From an optimization exercise on the open Yosys and OpenROAD flow, aimed at small area and a short achievable clock period; shortcuts taken in it are not production practice. Where RTL was checked, it was by simulation tests only, not by an equivalence proof against the original. The flow treats the clock pin as an ideal source. Dropping or thinning the clock tree relies on that and would not hold on a real chip.

==> run a <==
## ADDER_TREE
module ADDER_TREE #(parameter DATA_IN_WIDTH = 8, DATA_OUT_WIDTH = 16)
  (clk, rst_n, ena, data_in1, data_in2, data_out, done, pipe);
  input clk, rst_n, ena;
  input [DATA_IN_WIDTH - 1:0] data_in1, data_in2;
  output [DATA_OUT_WIDTH:0] data_out;
  output done;
  output [6:0] pipe;
  reg        done;
  reg [6:0]  pipe;
  reg [7:0] a1, b1;
  always @(posedge clk)
    if (ena) begin
      a1 <= data_in1;
      b1 <= data_in2;
    end
  wire hs1 = (a1[2] & b1[0]) ^ (a1[1] & b1[1]);
  wire hc2 = (a1[2] & b1[0]) & (a1[1] & b1[1]);
  wire fs3 = (a1[3] & b1[0]) ^ (a1[2] & b1[1]) ^ (a1[1] & b1[2]);
  wire fc4 = ((a1[3] & b1[0]) & (a1[2] & b1[1])) | ((a1[3] & b1[0]) & (a1[1] & b1[2])) | ((a1[2] & b1[1]) & (a1[1] & b1[2]));
  wire fs5 = (a1[4] & b1[0]) ^ (a1[3] & b1[1]) ^ (a1[2] & b1[2]);
  wire fc6 = ((a1[4] & b1[0]) & (a1[3] & b1[1])) | ((a1[4] & b1[0]) & (a1[2] & b1[2])) | ((a1[3] & b1[1]) & (a1[2] & b1[2]));
  ...
==> flow/config.mk <==
export PLATFORM = sky130hd
export DESIGN_NAME = ADDER_TREE
export DESIGN_NICKNAME = ADDER_TREE
export VERILOG_FILES = /design/flow/design.v
export SDC_FILE = /design/flow/constraint.sdc
export NUM_CORES = 4
export LEC_CHECK = 0
export CAP_MARGIN = 20
export CORE_MARGIN = 2
export CORE_UTILIZATION = 72
export SETUP_SLACK_MARGIN = 2.45
export SLEW_MARGIN = 20
==> flow/constraint.sdc <==
create_clock -name core_clock -period 4.0 [get_ports {clk}]
set_input_delay 0.8000 -clock core_clock [delete_from_list [all_inputs] [get_ports {clk}]]
set_output_delay 0.8000 -clock core_clock [all_outputs]
set_load 0.01 [all_outputs]
standard.sh (not shown) runs the stock make flow with config.mk's settings and CLKGATE_MAP_FILE= SYNTH_SCRIPT=/design/flow/synth_recipe.tcl, a recipe that flattens the netlist after the stock synthesis.
==> flow/flow/run.sh <==
#!/bin/bash
# The standard layout (standard.sh) with these changes to how it is made:
# - plain buffers on the ports instead of the delay cells buffer_ports picks
#   by default;
# - after clock tree synthesis, flow/clock_tree.tcl replaces the clock tree
#   with a balanced two-level tree: four root buffers fed by the clock port,
#   each driving the leaf buffers of one region; every register sees one root
#   and one leaf buffer.
set -euo pipefail
export BUFFER_PORTS_ARGS="-buffer_cell sky130_fd_sc_hd__buf_1"
export CTS_ARGS="-sink_clustering_enable -repair_clock_nets -dont_use_dummy_load -buf_list {sky130_fd_sc_hd__clkbuf_8}"
export POST_CTS_TCL="$PWD/flow/clock_tree.tcl"
export CLOCK_TREE_ROOTS=4
export CLOCK_TREE_LEAVES=8
export CLOCK_TREE_ROOT_CELL=sky130_fd_sc_hd__clkbuf_8
export CLOCK_TREE_LEAF_CELL=sky130_fd_sc_hd__clkbuf_16
bash standard.sh > standard_make.log 2>&1
==> flow/flow/clock_tree.tcl <==
set nroot 4
set nleaf 8
set rootmaster sky130_fd_sc_hd__clkbuf_8
set leafmaster sky130_fd_sc_hd__clkbuf_16
foreach {v e} {nroot CLOCK_TREE_ROOTS nleaf CLOCK_TREE_LEAVES rootmaster CLOCK_TREE_ROOT_CELL leafmaster CLOCK_TREE_LEAF_CELL} {
  if {[info exists ::env($e)]} { set $v $::env($e) }
}

set block [ord::get_db_block]
set db [ord::get_db]
set port_net [$block findNet clk]

# walk the clock network from the port: buffers/inverters of the tree, sinks
set tree_insts {}
set tree_nets {}
set sinks {}
set todo [list $port_net]
while {[llength $todo]} {
  set net [lindex $todo 0]
  set todo [lrange $todo 1 end]
  foreach it [$net getITerms] {
    if {![$it isInputSignal]} { continue }
    set inst [$it getInst]
    set m [[$inst getMaster] getName]
    if {[string match "*clkbuf*" $m] || [string match "*clkinv*" $m] || [string match "sky130_fd_sc_hd__buf_*" $m] || [string match "*clkdlybuf*" $m] || [string match "*bufinv*" $m]} {
      lappend tree_insts $inst
      foreach ot [$inst getITerms] {
        if {[$ot isOutputSignal] && [$ot getNet] ne "NULL"} {
          lappend todo [$ot getNet]
          lappend tree_nets [$ot getNet]
        }
      }
    } else {
      lappend sinks $it
    }
  }
}
puts "clock_tree: [llength $tree_insts] tree cells, [llength $sinks] sinks"

# disconnect sinks, delete old tree
foreach it $sinks { $it disconnect }
foreach inst $tree_insts { odb::dbInst_destroy $inst }
foreach net $tree_nets { odb::dbNet_destroy $net }

# group sinks by location: recursive bisection along the longer side
proc sink_xy {it} {
  set inst [$it getInst]
  set b [$inst getBBox]
  return [list [expr {([$b xMin] + [$b xMax]) / 2}] [expr {([$b yMin] + [$b yMax]) / 2}]]
}
proc bisect {items n} {
  if {$n <= 1 || [llength $items] < 2} { return [list $items] }
  set xs {}; set ys {}
  foreach it $items { lassign [sink_xy $it] x y; lappend xs $x; lappend ys $y }
  set xs [lsort -integer $xs]; set ys [lsort -integer $ys]
  set dx [expr {[lindex $xs end] - [lindex $xs 0]}]
  set dy [expr {[lindex $ys end] - [lindex $ys 0]}]
  set axis [expr {$dx >= $dy ? 0 : 1}]
  set keyed {}
  foreach it $items { lappend keyed [list [lindex [sink_xy $it] $axis] $it] }
  set keyed [lsort -integer -index 0 $keyed]
  set n1 [expr {$n / 2}]
  set cut [expr {[llength $keyed] * $n1 / $n}]
  set a {}; set b {}
  set i 0
  foreach k $keyed { if {$i < $cut} { lappend a [lindex $k 1] } else { lappend b [lindex $k 1] }; incr i }
  return [concat [bisect $a $n1] [bisect $b [expr {$n - $n1}]]]
}
proc new_buffer {block master name in_net loads x y} {
  set net [odb::dbNet_create $block "${name}_net"]
  $net setSigType CLOCK
  set inst [odb::dbInst_create $block $master $name]
  $inst setSourceType TIMING
  $inst setLocation $x $y
  $inst setPlacementStatus PLACED
  [$inst findITerm A] connect $in_net
  [$inst findITerm X] connect $net
  foreach it $loads { $it connect $net }
  return $inst
}
proc centroid {items} {
  set sx 0; set sy 0
  foreach it $items { lassign [sink_xy $it] x y; incr sx $x; incr sy $y }
  return [list [expr {$sx / [llength $items]}] [expr {$sy / [llength $items]}]]
}
proc bisect_groups {groups n} {
  if {$n <= 1 || [llength $groups] < 2} { return [list $groups] }
  set xs {}; set ys {}
  foreach g $groups { lassign [centroid $g] x y; lappend xs $x; lappend ys $y }
  set xs [lsort -integer $xs]; set ys [lsort -integer $ys]
  set axis [expr {([lindex $xs end] - [lindex $xs 0]) >= ([lindex $ys end] - [lindex $ys 0]) ? 0 : 1}]
  set keyed {}
  foreach g $groups { lappend keyed [list [lindex [centroid $g] $axis] $g] }
  set keyed [lsort -integer -index 0 $keyed]
  set n1 [expr {$n / 2}]
  set cut [expr {[llength $keyed] * $n1 / $n}]
  set a {}; set b {}
  set i 0
  foreach k $keyed { if {$i < $cut} { lappend a [lindex $k 1] } else { lappend b [lindex $k 1] }; incr i }
  return [concat [bisect_groups $a $n1] [bisect_groups $b [expr {$n - $n1}]]]
}
set groups [bisect $sinks $nleaf]
if {$nroot == 0} {
  # one level: the port drives the leaf buffers directly
  set lmaster [$db findMaster $leafmaster]
  set l 0
  foreach g $groups {
    lassign [centroid $g] cx cy
    new_buffer $block $lmaster "clkbuf_leaf$l" $port_net $g $cx $cy
    puts "clock_tree: leaf $l drives [llength $g] sinks at ($cx, $cy)"
    incr l
  }
  set rootgroups {}
} else {
set rootgroups [bisect_groups $groups $nroot]
set rmaster [$db findMaster $rootmaster]
set lmaster [$db findMaster $leafmaster]
set r 0
set l 0
foreach rg $rootgroups {
  set all {}
  foreach g $rg { set all [concat $all $g] }
  lassign [centroid $all] rx ry
  set rnet [odb::dbNet_create $block "clknet_root$r"]
  $rnet setSigType CLOCK
  set rinst [odb::dbInst_create $block $rmaster "clkbuf_root$r"]
  $rinst setSourceType TIMING
  $rinst setLocation $rx $ry
  $rinst setPlacementStatus PLACED
  [$rinst findITerm A] connect $port_net
  [$rinst findITerm X] connect $rnet
  foreach g $rg {
    lassign [centroid $g] cx cy
    new_buffer $block $lmaster "clkbuf_leaf$l" $rnet $g $cx $cy
    puts "clock_tree: root $r leaf $l drives [llength $g] sinks at ($cx, $cy)"
    incr l
  }
  incr r
}
}
$port_net setSigType CLOCK
detailed_placement
check_placement
estimate_parasitics -placement
==> run b: changes against run a <==
--- a/flow/flow/run.sh
+++ b/flow/flow/run.sh
@@ -8,10 +8,10 @@
 #   and one leaf buffer.
 set -euo pipefail
 export BUFFER_PORTS_ARGS="-buffer_cell sky130_fd_sc_hd__buf_1"
 export CTS_ARGS="-sink_clustering_enable -repair_clock_nets -dont_use_dummy_load -buf_list {sky130_fd_sc_hd__clkbuf_8}"
 export POST_CTS_TCL="$PWD/flow/clock_tree.tcl"
 export CLOCK_TREE_ROOTS=4
 export CLOCK_TREE_LEAVES=8
-export CLOCK_TREE_ROOT_CELL=sky130_fd_sc_hd__clkbuf_8
+export CLOCK_TREE_ROOT_CELL=sky130_fd_sc_hd__clkbuf_16
 export CLOCK_TREE_LEAF_CELL=sky130_fd_sc_hd__clkbuf_16
 bash standard.sh > standard_make.log 2>&1
- CORE_UTILIZATION: 72 -> 80
- SETUP_SLACK_MARGIN: 2.45 -> 2.35
==> run c: changes against run a <==
--- a/flow/design.v
+++ b/flow/design.v
@@ -212,71 +212,49 @@
     t5[18] <= fs84;    
     t5[19] <= fc85;    
     t5[20] <= fs86;    
     t5[21] <= fc87;    
     t5[22] <= ~(a4[7] & b4[7]);    
     cy5 <= sum73[2];    
   end
-  wire [5:0] sum88 = {1'b0, t5[15], t5[13], t5[11], t5[9], t5[7]} + {1'b0, t5[16], t5[14], t5[12], t5[10], t5[8]} + cy5;
-  reg [17:0] t6;
-  reg cy6;
+  wire [8:0] sum88 = {1'b0, t5[21], t5[19], t5[17], t5[15], t5[13], t5[11], t5[9], t5[7]} + {1'b0, t5[22], t5[20], t5[18], t5[16], t5[14], t5[12], t5[10], t5[8]} + cy5;
+  reg [15:0] t6;
   always @(posedge clk) begin
     t6[0] <= t5[0];    
     t6[1] <= t5[1];    
     t6[2] <= t5[2];    
     t6[3] <= t5[3];    
     t6[4] <= t5[4];    
     t6[5] <= t5[5];    
     t6[6] <= t5[6];    
     t6[7] <= sum88[0];    
     t6[8] <= sum88[1];    
     t6[9] <= sum88[2];    
     t6[10] <= sum88[3];    
     t6[11] <= sum88[4];    
-    t6[12] <= t5[17];    
-    t6[13] <= t5[18];    
-    t6[14] <= t5[19];    
-    t6[15] <= t5[20];    
-    t6[16] <= t5[21];    
-    t6[17] <= t5[22];    
-    cy6 <= sum88[5];    
-  end
-  wire [3:0] sum89 = {1'b0, t6[16], t6[14], t6[12]} + {1'b0, t6[17], t6[15], t6[13]} + cy6;
-  reg [15:0] t7;
-  always @(posedge clk) begin
-    t7[0] <= t6[0];    
-    t7[1] <= t6[1];    
-    t7[2] <= t6[2];    
-    t7[3] <= t6[3];    
-    t7[4] <= t6[4];    
-    t7[5] <= t6[5];    
-    t7[6] <= t6[6];    
-    t7[7] <= t6[7];    
-    t7[8] <= t6[8];    
-    t7[9] <= t6[9];    
-    t7[10] <= t6[10];    
-    t7[11] <= t6[11];    
-    t7[12] <= sum89[0];    
-    t7[13] <= sum89[1];    
-    t7[14] <= sum89[2];    
-    t7[15] <= sum89[3];    
-  end
-  wire [15:0] prod = {t7[15], t7[14], t7[13], t7[12], t7[11], t7[10], t7[9], t7[8], t7[7], t7[6], t7[5], t7[4], t7[3], t7[2], t7[1], t7[0]} ^ 16'h8000;
+    t6[12] <= sum88[5];    
+    t6[13] <= sum88[6];    
+    t6[14] <= sum88[7];    
+    t6[15] <= sum88[8];    
+  end
+  wire [15:0] prod = {t6[15], t6[14], t6[13], t6[12], t6[11], t6[10], t6[9], t6[8], t6[7], t6[6], t6[5], t6[4], t6[3], t6[2], t6[1], t6[0]} ^ 16'h8000;
+  reg [15:0] x7;
+  always @(posedge clk) x7 <= prod;
   reg [15:0] p8;
   reg        pipe0, valid;
   always @(posedge clk or negedge rst_n) begin
     if (!rst_n) begin
       pipe  <= 7'b0;
       pipe0 <= 1'b0;
       valid <= 1'b0;
       done  <= 1'b0;
       p8    <= 16'b0;
     end else begin
       pipe  <= {pipe[5:1], pipe0, pipe0 | ena};
       if (ena) pipe0 <= 1'b1;
       valid <= valid | pipe[5];
       done  <= valid;
-      p8    <= prod & {16{valid}};
+      p8    <= x7 & {16{valid}};
     end
   end
   assign data_out = {p8[15], p8};
 endmodule
- CORE_UTILIZATION: 72 -> 80
- SETUP_SLACK_MARGIN: 2.45 -> 2.35
==> impl_metrics.json <==
{
  "run_status": "timing/DRC/antenna clean",
  "r2r_end": "t3[10]",
  "use_met1": 0.295,
  "track_usage": 0.286,
  "clock-skew-final_ns": 0.00813,
  "min_period_over_period": 0.406,
  "synth-xor-area-share": 0.00572,
  "hold_start": "t5[2]",
  "relSlewSlack": 0.439,
  "pg_clk_w": 0.00106,
  "die_w_um": 91.5,
  "switching_share": 0.266
}
the above is filed under run b

==> impl_metrics.json <==
{
  "finalMaxSlewViolations": 0,
  "die_w_um": 96.2,
  "run_status": "timing/DRC/antenna clean",
  "track_usage": 0.176,
  "min_period_over_period": 0.413,
  "grt_max_degree": 27,
  "use_met1": 0.207,
  "r2r_end": "t4[12]",
  "pg_clk_w": 0.000962,
  "synth_commonest_cells": "dfxtp_1 (157), and2_1 (63), inv_1 (50)",
  "synth-xor-area-share": 0.00572,
  "clock-skew-final_ns": 0.0121,
  "grt_setup_unrepaired": "true",
  "hold_start": "b2[5]",
  "mostFrequentLayoutCells": "dfxtp_1 (153), and2_1 (53), inv_1 (50)",
  "critPathLaunchType": "register",
  "crit_path_start": "pipe[1]",
  "yosys.area_share.simple": 0.0817,
  "relSlewSlack": 0.722,
  "power.total_w": 0.00458,
  "synth.area.top_cells": "dfxtp_1 (51%), fa_1 (15%), dfrtp_1 (11%)",
  "switching_share": 0.251
}
the above is filed under run a

==> impl_metrics.json <==
{
  "run_status": "timing/DRC/antenna clean",
  "use_met1": 0.328,
  "pg_clk_w": 0.000989,
  "crit_top_cell": "fa_2",
  "switching_share": 0.303,
  "track_usage": 0.323,
  "min_period_over_period": 0.443,
  "antenna_found_initial": 0,
  "relSlewSlack": 0.427,
  "clock-skew-final_ns": 0.0121,
  "hold_start": "t6[3]",
  "worstPathRequired_ns": 4.22,
  "cap_violations": 0,
  "r2r_end": "t6[13]",
  "die_w_um": 91.4,
  "yosysMostFrequentCell": "dfxtp_1"
}
the above is filed under run c

For run c, only the layout was checked, not whether the RTL still works.

==> what the ideal ports hide <==
The flow's constraints put no driver on any port. The routed layouts listed below were extracted and timed again, unchanged, in two steps. Step 1, drivers: a clkbuf_16 drives clk and a buf_2 each remaining input, both assumed. Step 2, shift: input delay + t, output delay - t, t = (earliest + latest rising clock arrival at the registers) / 2. This alone moves slack from input paths to output paths. Three values: ideal, step 1, step 2; two values: the first two.
run | t, ns | setup WS [ns] | worst setup path after step 2 | worst slew at a driven data input, ns
run a | 0.347 | 2.349 / 2.287 / 2.423 | register to register | 0.04
run b | 0.358 | 2.377 / 2.297 / 2.190 | input to register | 0.04
run c | 0.353 | 2.227 / 2.227 / 2.174 | input to register | 0.04
After both steps every run listed still meets setup and hold. The setup slack of run b, which loses most, moves by -0.080 ns with the drivers and by -0.187 ns with both steps.
